What follows belongs to an exercise in optimizing a design on an open flow for small area and few clock cycles per item; a production flow would make more cautious choices.
In this exercise RTL edits were held to simulation tests only and were not proved equivalent to the original.
Power is estimated from default activity; no workload was simulated.

before:
==> flow/design.v <==
module cmpmac(
	input				wb_clk_i,
	input				rst_i,
	input  [2:0]	wb_adr_i,
	input  [15:0]	wb_dat_i,
	output [15:0]	wb_dat_o,
	input				wb_cyc_i,
	input				wb_we_i,
	input				wb_stb_i,
	input  [1:0]	wb_sel_i,
	output			wb_ack_o,
	input	 [1:0]	eth_pms_i,
	input				eth_macr_i,
	input  [47:0]	eth_macd_i,
	output			cmp_done_o,
	output			cmp_res_o
);
localparam [13:0] INV = 14'b00_0011_0000_1111;	 
reg [47:0]	slot[0:13];        
reg [3:0]	rot;               
reg [3:0]	adr;
wire stpac   = eth_pms_i[0];
wire promisc = eth_pms_i[1] | eth_pms_i[0];
reg  [1:0]	ack;
always @(posedge wb_clk_i) begin
	ack[0] <= wb_cyc_i & wb_stb_i;
	ack[1] <= wb_cyc_i & ack[0];
end
assign wb_ack_o = wb_cyc_i & wb_stb_i & ack[1];
wire bus_write = wb_cyc_i & wb_stb_i & ~wb_ack_o & stpac & wb_we_i & wb_sel_i[1];
wire tab_write = bus_write & ~ack[0] & ~rst_i & ~wb_adr_i[2] & (wb_adr_i[1:0] != 2'b00);
function [3:0] next14(input [3:0] r);
	case(r)
		4'd0:  next14 = 4'd1;
		4'd1:  next14 = 4'd2;
		4'd2:  next14 = 4'd3;
		4'd3:  next14 = 4'd4;
		4'd4:  next14 = 4'd5;
		4'd5:  next14 = 4'd6;
		4'd6:  next14 = 4'd7;
		4'd7:  next14 = 4'd8;
		4'd8:  next14 = 4'd9;
		4'd9:  next14 = 4'd10;
		4'd10: next14 = 4'd11;
		4'd11: next14 = 4'd12;
		4'd12: next14 = 4'd13;
		default: next14 = 4'd0;
	endcase
endfunction
wire [3:0]	rot1 = next14(rot);
wire [4:0]	sum  = adr + rot1;
reg  [3:0]	sadr;
always @(posedge wb_clk_i) begin
	rot  <= rot1;
	sadr <= (sum >= 5'd14) ? sum - 5'd14 : sum[3:0];
end
wire		c0  = (sadr == 4'd13);
wire		c4  = (sadr == 4'd3);
wire		c8  = (sadr == 4'd7);
wire		c10 = (sadr == 4'd9);
reg [1:0]	pw;                
reg			pv;                
wire ins0  = pv & c0;
wire ins4  = pv & c4;
wire ins8  = pv & c8;
wire ins10 = pv & c10;
wire ins   = ins0 | ins4 | ins8 | ins10;
always @(posedge wb_clk_i) begin
	if(tab_write)
		pw <= wb_adr_i[1:0];
	case({tab_write, ins})
		2'b00: pv <= pv;
		2'b01: pv <= 1'b0;
		2'b10, 2'b11: pv <= 1'b1;
		default: pv <= 1'b0;	 
	endcase
end
wire [2:0] pwh = {pw == 2'd3, pw == 2'd2, pw == 2'd1};
wire [47:0] sel0  = {{16{ins0  & pwh[2]}}, {16{ins0  & pwh[1]}}, {16{ins0  & pwh[0]}}};
wire [47:0] sel4  = {{16{ins4  & pwh[2]}}, {16{ins4  & pwh[1]}}, {16{ins4  & pwh[0]}}};
wire [47:0] sel8  = {{16{ins8  & pwh[2]}}, {16{ins8  & pwh[1]}}, {16{ins8  & pwh[0]}}};
wire [47:0] sel10 = {{16{ins10 & pwh[2]}}, {16{ins10 & pwh[1]}}, {16{ins10 & pwh[0]}}};
wire [47:0] seln0 = ~sel0, seln4 = ~sel4, seln8 = ~sel8, seln10 = ~sel10;
reg  [15:0]	rdat;              
wire [47:0] pd3  = {3{rdat}};
wire [47:0] d0, d4, d8, d10;
cmpmac_imux #(48) m0 (.a(slot[13]), .b(pd3),  .s(sel0),  .sn(seln0),  .y(d0));
cmpmac_imux #(48) m4 (.a(slot[3]),  .b(~pd3), .s(sel4),  .sn(seln4),  .y(d4));
cmpmac_imux #(48) m8 (.a(slot[7]),  .b(pd3),  .s(sel8),  .sn(seln8),  .y(d8));
cmpmac_imux #(48) m10(.a(slot[9]),  .b(~pd3), .s(sel10), .sn(seln10), .y(d10));
integer i;
always @(posedge wb_clk_i) begin
	for(i = 1; i < 14; i = i + 1)
		slot[i] <= slot[i-1];
	slot[0]  <= d0;
	slot[4]  <= d4;
	slot[8]  <= d8;
	slot[10] <= d10;
end
always @(posedge wb_clk_i, posedge rst_i) begin
	if(rst_i)
		adr <= 4'b0;
	else if(bus_write && wb_adr_i[2:0] == 3'b000)
		adr <= wb_dat_i[3:0];
end
wire [2:0]	rw = {wb_adr_i[1:0] == 2'd3, wb_adr_i[1:0] == 2'd2, wb_adr_i[1:0] == 2'd1};
wire		rcap = ~pv & ~tab_write;
wire [6:0]	at = {sadr == 4'd12, sadr == 4'd10, sadr == 4'd8, sadr == 4'd6,
			      sadr == 4'd4, sadr == 4'd2, sadr == 4'd0} & {7{rcap}};
wire		rhold = ~|at & ~tab_write;
wire [8:0]	si = {{3{at[4]}} & rw, {3{at[1]}} & rw, {3{at[0]}} & rw};
wire [11:0]	sv = {{3{at[6]}} & rw, {3{at[5]}} & rw, {3{at[3]}} & rw, {3{at[2]}} & rw};
wire [15:0]	rdat_d;
genvar n;
generate
	for(n = 0; n < 16; n = n + 1) begin : rd
		cmpmac_rdbit u(
			.sin(~si),
			.qi({slot[8][32+n], slot[8][16+n], slot[8][n], slot[2][32+n], slot[2][16+n], slot[2][n],
			     slot[0][32+n], slot[0][16+n], slot[0][n]}),
			.sv(sv),
			.qv({slot[12][32+n], slot[12][16+n], slot[12][n], slot[10][32+n], slot[10][16+n], slot[10][n],
			     slot[6][32+n], slot[6][16+n], slot[6][n], slot[4][32+n], slot[4][16+n], slot[4][n]}),
			.h(rhold), .q(rdat[n]), .w(tab_write), .wd(wb_dat_i[n]), .d(rdat_d[n]));
	end
endgenerate
always @(posedge wb_clk_i)
	rdat <= rdat_d;
assign wb_dat_o = (wb_adr_i[1:0] == 2'b00) ? {12'b0, adr} : rdat;
wire [47:0]	macn = ~eth_macd_i;
wire [13:0]	match;
genvar s;
generate
	for(s = 0; s < 14; s = s + 1) begin : cmp
		cmpmac_eq u(.t(slot[s]), .mn(INV[s] ? eth_macd_i : macn), .eq(match[s]));
	end
endgenerate
wire hit = |match;
assign cmp_done_o = promisc | ~pv;
assign cmp_res_o  = promisc | hit;
endmodule
module cmpmac_imux #(parameter W = 1) (
	input  [W-1:0]	a,
	input  [W-1:0]	b,
	input  [W-1:0]	s,
	input  [W-1:0]	sn,
	output [W-1:0]	y
);
genvar k;
generate
	for(k = 0; k < W; k = k + 1) begin : b1
		cmpmac_imux1 u(.a(a[k]), .b(b[k]), .s(s[k]), .sn(sn[k]), .y(y[k]));
	end
endgenerate
endmodule
module cmpmac_imux1(input a, input b, input s, input sn, output y);
assign y = ~((a | s) & (b | sn));
endmodule
module cmpmac_eq(
	input  [47:0]	t,
	input  [47:0]	mn,
	output			eq
);
wire [15:0] q;      
wire [23:0] np;     
genvar k;
generate
	for(k = 0; k < 16; k = k + 1) begin : t3
		cmpmac_q3 u(.t(t[3*k+2:3*k]), .mn(mn[3*k+2:3*k]), .q(q[k]));
	end
	for(k = 0; k < 24; k = k + 1) begin : pair
		cmpmac_p2 u(.t(t[2*k+1:2*k]), .mn(mn[2*k+1:2*k]), .np(np[k]));
	end
endgenerate
wire [5:0] okp;
wire [3:0] badq;
generate
	for(k = 0; k < 6; k = k + 1) begin : gp
		cmpmac_nor4 u(.a(np[4*k+3:4*k]), .y(okp[k]));
	end
	for(k = 0; k < 4; k = k + 1) begin : gq
		cmpmac_nand4 u(.a(q[4*k+3:4*k]), .y(badq[k]));
	end
endgenerate
assign eq = &okp & ~|badq;
endmodule
module cmpmac_nor4(input [3:0] a, output y);
assign y = ~|a;
endmodule
module cmpmac_nand4(input [3:0] a, output y);
assign y = ~&a;
endmodule
module cmpmac_q3(input [2:0] t, input [2:0] mn, output q);
assign q = ~((t[0] & mn[0]) | (t[1] & mn[1]) | (t[2] & mn[2]));
endmodule
module cmpmac_p2(input [1:0] t, input [1:0] mn, output np);
assign np = ~((t[0] | mn[0]) & (t[1] | mn[1]));
endmodule
module cmpmac_rdbit(
	input  [8:0]	sin,
	input  [8:0]	qi,
	input  [11:0]	sv,
	input  [11:0]	qv,
	input			h,
	input			q,
	input			w,
	input			wd,
	output			d
);
wire [3:0] x;       
wire [4:0] y;       
cmpmac_p2 ux0(.t(sin[1:0]), .mn(qi[1:0]), .np(x[0]));
cmpmac_p2 ux1(.t(sin[3:2]), .mn(qi[3:2]), .np(x[1]));
cmpmac_p2 ux2(.t(sin[5:4]), .mn(qi[5:4]), .np(x[2]));
cmpmac_p2 ux3(.t(sin[7:6]), .mn(qi[7:6]), .np(x[3]));
cmpmac_q3 uy0(.t(sv[2:0]),  .mn(qv[2:0]),  .q(y[0]));
cmpmac_q3 uy1(.t(sv[5:3]),  .mn(qv[5:3]),  .q(y[1]));
cmpmac_q3 uy2(.t(sv[8:6]),  .mn(qv[8:6]),  .q(y[2]));
cmpmac_q3 uy3(.t(sv[11:9]), .mn(qv[11:9]), .q(y[3]));
cmpmac_q2 uy4(.t({h, w}), .mn({q, wd}), .q(y[4]));
wire nx, ay;
cmpmac_nor4 ux(.a(x[3:0]), .y(nx));
cmpmac_and4 uy(.a(y[3:0]), .y(ay));
cmpmac_o2111 uo(.a1(sin[8]), .a2(qi[8]), .b(nx), .c(ay), .e(y[4]), .y(d));
endmodule
module cmpmac_q2(input [1:0] t, input [1:0] mn, output q);
assign q = ~((t[0] & mn[0]) | (t[1] & mn[1]));
endmodule
module cmpmac_and4(input [3:0] a, output y);
assign y = &a;
endmodule
module cmpmac_o2111(input a1, input a2, input b, input c, input e, output y);
assign y = ~((a1 | a2) & b & c & e);
endmodule
export LEC_CHECK = 0
export CAP_MARGIN = 20
export CORE_MARGIN = 2
export CORE_UTILIZATION = 40
export SLEW_MARGIN = 20
export SYNTH_HIERARCHICAL = 1
export SYNTH_MINIMUM_KEEP_SIZE = 0
create_clock -name core_clock -period 8.0 [get_ports {wb_clk_i}]
standard.sh (not shown) runs the stock make flow with config.mk's settings and CLKGATE_MAP_FILE= SYNTH_SCRIPT=/design/flow/synth_recipe.tcl, a recipe that flattens the netlist after the stock synthesis.
==> flow/flow/run.sh <==
#!/bin/bash
# Standard synthesis, but ABC maps with the ORFS speed script minus its
# upsizing pass (flow/abc_area_nosize.script); registers are untouched.
# Layout: smaller port buffers, larger clock-sink clusters without dummy
# loads, synthesis buffers removed before placement.
here=$(pwd)
{ head -n 1 synth_recipe.tcl
  echo "proc abc {args} { set i [lsearch \$args -script]; if {\$i >= 0} { lset args [expr {\$i+1}] $here/flow/abc_area_nosize.script }; yosys abc {*}\$args }"
  tail -n +2 synth_recipe.tcl; } > my_synth.tcl
bash standard.sh \
  SYNTH_SCRIPT=$here/my_synth.tcl \
  BUFFER_PORTS_ARGS="-buffer_cell sky130_fd_sc_hd__buf_2" \
  CTS_ARGS="-sink_clustering_enable -repair_clock_nets -buf_list sky130_fd_sc_hd__clkbuf_16 -sink_clustering_size 28 -sink_clustering_max_diameter 90 -dont_use_dummy_load" \
  REMOVE_ABC_BUFFERS=1 \
  finish > standard.log 2>&1
==> flow/flow/abc_area_nosize.script <==
&get -n
&st
&dch
&nf
&st
&syn2
&if -g -K 6
&synch2
&nf
&st
&syn2
&if -g -K 6
&synch2
&nf
&put
buffer -c
topo
stime -c
dnsize -c
Testbench counts of before, summed over its fixed seeds: cycles 18,432, lookups 9,216.
The inputs of after differ from those of before as listed below.
--- a/flow/design.v
+++ b/flow/design.v
@@ -57,18 +57,21 @@
 wire		c0  = (sadr == 4'd13);
 wire		c4  = (sadr == 4'd3);
 wire		c8  = (sadr == 4'd7);
 wire		c10 = (sadr == 4'd9);
+reg [15:0]	pd;                
 reg [1:0]	pw;                
 reg			pv;                
 wire ins0  = pv & c0;
 wire ins4  = pv & c4;
 wire ins8  = pv & c8;
 wire ins10 = pv & c10;
 wire ins   = ins0 | ins4 | ins8 | ins10;
 always @(posedge wb_clk_i) begin
-	if(tab_write)
+	if(tab_write) begin
+		pd <= wb_dat_i;
 		pw <= wb_adr_i[1:0];
+	end
 	case({tab_write, ins})
 		2'b00: pv <= pv;
 		2'b01: pv <= 1'b0;
 		2'b10, 2'b11: pv <= 1'b1;
@@ -80,10 +83,9 @@
 wire [47:0] sel4  = {{16{ins4  & pwh[2]}}, {16{ins4  & pwh[1]}}, {16{ins4  & pwh[0]}}};
 wire [47:0] sel8  = {{16{ins8  & pwh[2]}}, {16{ins8  & pwh[1]}}, {16{ins8  & pwh[0]}}};
 wire [47:0] sel10 = {{16{ins10 & pwh[2]}}, {16{ins10 & pwh[1]}}, {16{ins10 & pwh[0]}}};
 wire [47:0] seln0 = ~sel0, seln4 = ~sel4, seln8 = ~sel8, seln10 = ~sel10;
-reg  [15:0]	rdat;              
-wire [47:0] pd3  = {3{rdat}};
+wire [47:0] pd3  = {3{pd}};
 wire [47:0] d0, d4, d8, d10;
 cmpmac_imux #(48) m0 (.a(slot[13]), .b(pd3),  .s(sel0),  .sn(seln0),  .y(d0));
 cmpmac_imux #(48) m4 (.a(slot[3]),  .b(~pd3), .s(sel4),  .sn(seln4),  .y(d4));
 cmpmac_imux #(48) m8 (.a(slot[7]),  .b(pd3),  .s(sel8),  .sn(seln8),  .y(d8));
@@ -102,13 +104,13 @@
 		adr <= 4'b0;
 	else if(bus_write && wb_adr_i[2:0] == 3'b000)
 		adr <= wb_dat_i[3:0];
 end
+reg  [15:0]	rdat;
 wire [2:0]	rw = {wb_adr_i[1:0] == 2'd3, wb_adr_i[1:0] == 2'd2, wb_adr_i[1:0] == 2'd1};
-wire		rcap = ~pv & ~tab_write;
 wire [6:0]	at = {sadr == 4'd12, sadr == 4'd10, sadr == 4'd8, sadr == 4'd6,
-			      sadr == 4'd4, sadr == 4'd2, sadr == 4'd0} & {7{rcap}};
-wire		rhold = ~|at & ~tab_write;
+			      sadr == 4'd4, sadr == 4'd2, sadr == 4'd0};
+wire		rhold = ~|at;
 wire [8:0]	si = {{3{at[4]}} & rw, {3{at[1]}} & rw, {3{at[0]}} & rw};
 wire [11:0]	sv = {{3{at[6]}} & rw, {3{at[5]}} & rw, {3{at[3]}} & rw, {3{at[2]}} & rw};
 wire [15:0]	rdat_d;
 genvar n;
@@ -120,9 +122,9 @@
 			     slot[0][32+n], slot[0][16+n], slot[0][n]}),
 			.sv(sv),
 			.qv({slot[12][32+n], slot[12][16+n], slot[12][n], slot[10][32+n], slot[10][16+n], slot[10][n],
 			     slot[6][32+n], slot[6][16+n], slot[6][n], slot[4][32+n], slot[4][16+n], slot[4][n]}),
-			.h(rhold), .q(rdat[n]), .w(tab_write), .wd(wb_dat_i[n]), .d(rdat_d[n]));
+			.h(rhold), .q(rdat[n]), .d(rdat_d[n]));
 	end
 endgenerate
 always @(posedge wb_clk_i)
 	rdat <= rdat_d;
@@ -202,33 +204,20 @@
 	input  [11:0]	sv,
 	input  [11:0]	qv,
 	input			h,
 	input			q,
-	input			w,
-	input			wd,
 	output			d
 );
-wire [3:0] x;       
+wire [4:0] x;       
 wire [4:0] y;       
 cmpmac_p2 ux0(.t(sin[1:0]), .mn(qi[1:0]), .np(x[0]));
 cmpmac_p2 ux1(.t(sin[3:2]), .mn(qi[3:2]), .np(x[1]));
 cmpmac_p2 ux2(.t(sin[5:4]), .mn(qi[5:4]), .np(x[2]));
 cmpmac_p2 ux3(.t(sin[7:6]), .mn(qi[7:6]), .np(x[3]));
+assign x[4] = ~(sin[8] | qi[8]);
 cmpmac_q3 uy0(.t(sv[2:0]),  .mn(qv[2:0]),  .q(y[0]));
 cmpmac_q3 uy1(.t(sv[5:3]),  .mn(qv[5:3]),  .q(y[1]));
 cmpmac_q3 uy2(.t(sv[8:6]),  .mn(qv[8:6]),  .q(y[2]));
 cmpmac_q3 uy3(.t(sv[11:9]), .mn(qv[11:9]), .q(y[3]));
-cmpmac_q2 uy4(.t({h, w}), .mn({q, wd}), .q(y[4]));
-wire nx, ay;
-cmpmac_nor4 ux(.a(x[3:0]), .y(nx));
-cmpmac_and4 uy(.a(y[3:0]), .y(ay));
-cmpmac_o2111 uo(.a1(sin[8]), .a2(qi[8]), .b(nx), .c(ay), .e(y[4]), .y(d));
-endmodule
-module cmpmac_q2(input [1:0] t, input [1:0] mn, output q);
-assign q = ~((t[0] & mn[0]) | (t[1] & mn[1]));
-endmodule
-module cmpmac_and4(input [3:0] a, output y);
-assign y = &a;
-endmodule
-module cmpmac_o2111(input a1, input a2, input b, input c, input e, output y);
-assign y = ~((a1 | a2) & b & c & e);
-endmodule
+assign y[4] = ~(h & q);
+assign d = |x | ~&y;
+endmodule
Notes after the runs:
- Delta (after minus before): maximum clock frequency rose 6.4%, number of DRC markers after the initial detailed-route iteration went down 221, met2 usage moved down.
- after against before: area growth from synthesis to final layout decreased 0.66 points, fraction of layout cells with a size suffix above 1 did not really move, minimum setup slack in the final design moved up.
- Looking at synthesized cell area across both flows, after is the weaker of the two, with before ahead.
- after against before; wire length on met1 is up by a few percent.
- Compared to before, after has total chip power about 0.8% higher.
Testbench counts of after, summed over its fixed seeds: cycles 18,432, lookups 9,216.

port drivers added, routing unchanged:
In the flow no input, the clock included, has a driving cell. The finished layouts below were timed again as built, in two steps. Step 1 sets driving cells, clkbuf_16 on the clock port and buf_2 on the other inputs (assumed; they add their load-dependent delay and slew). Step 2 times the ports against the registers' clock, not the clock port: input delays grow and output delays shrink by t, the midpoint of the rising clock arrivals with the driver on. a / b / c = ideal / step 1 / step 2; a / b = the first two.
run | t, ns | setup slack, ns | hold slack, ns
before | 0.696 | 1.124 / 1.101 / 1.101 | 0.342 / 0.342 / 0.342
after | 0.694 | 1.538 / 1.473 / 1.473 | 0.349 / 0.349 / 0.349
After both steps every run listed still meets setup and hold. For after, which loses most, drivers alone change the setup slack by -0.065 ns; drivers and shift together by -0.065 ns.
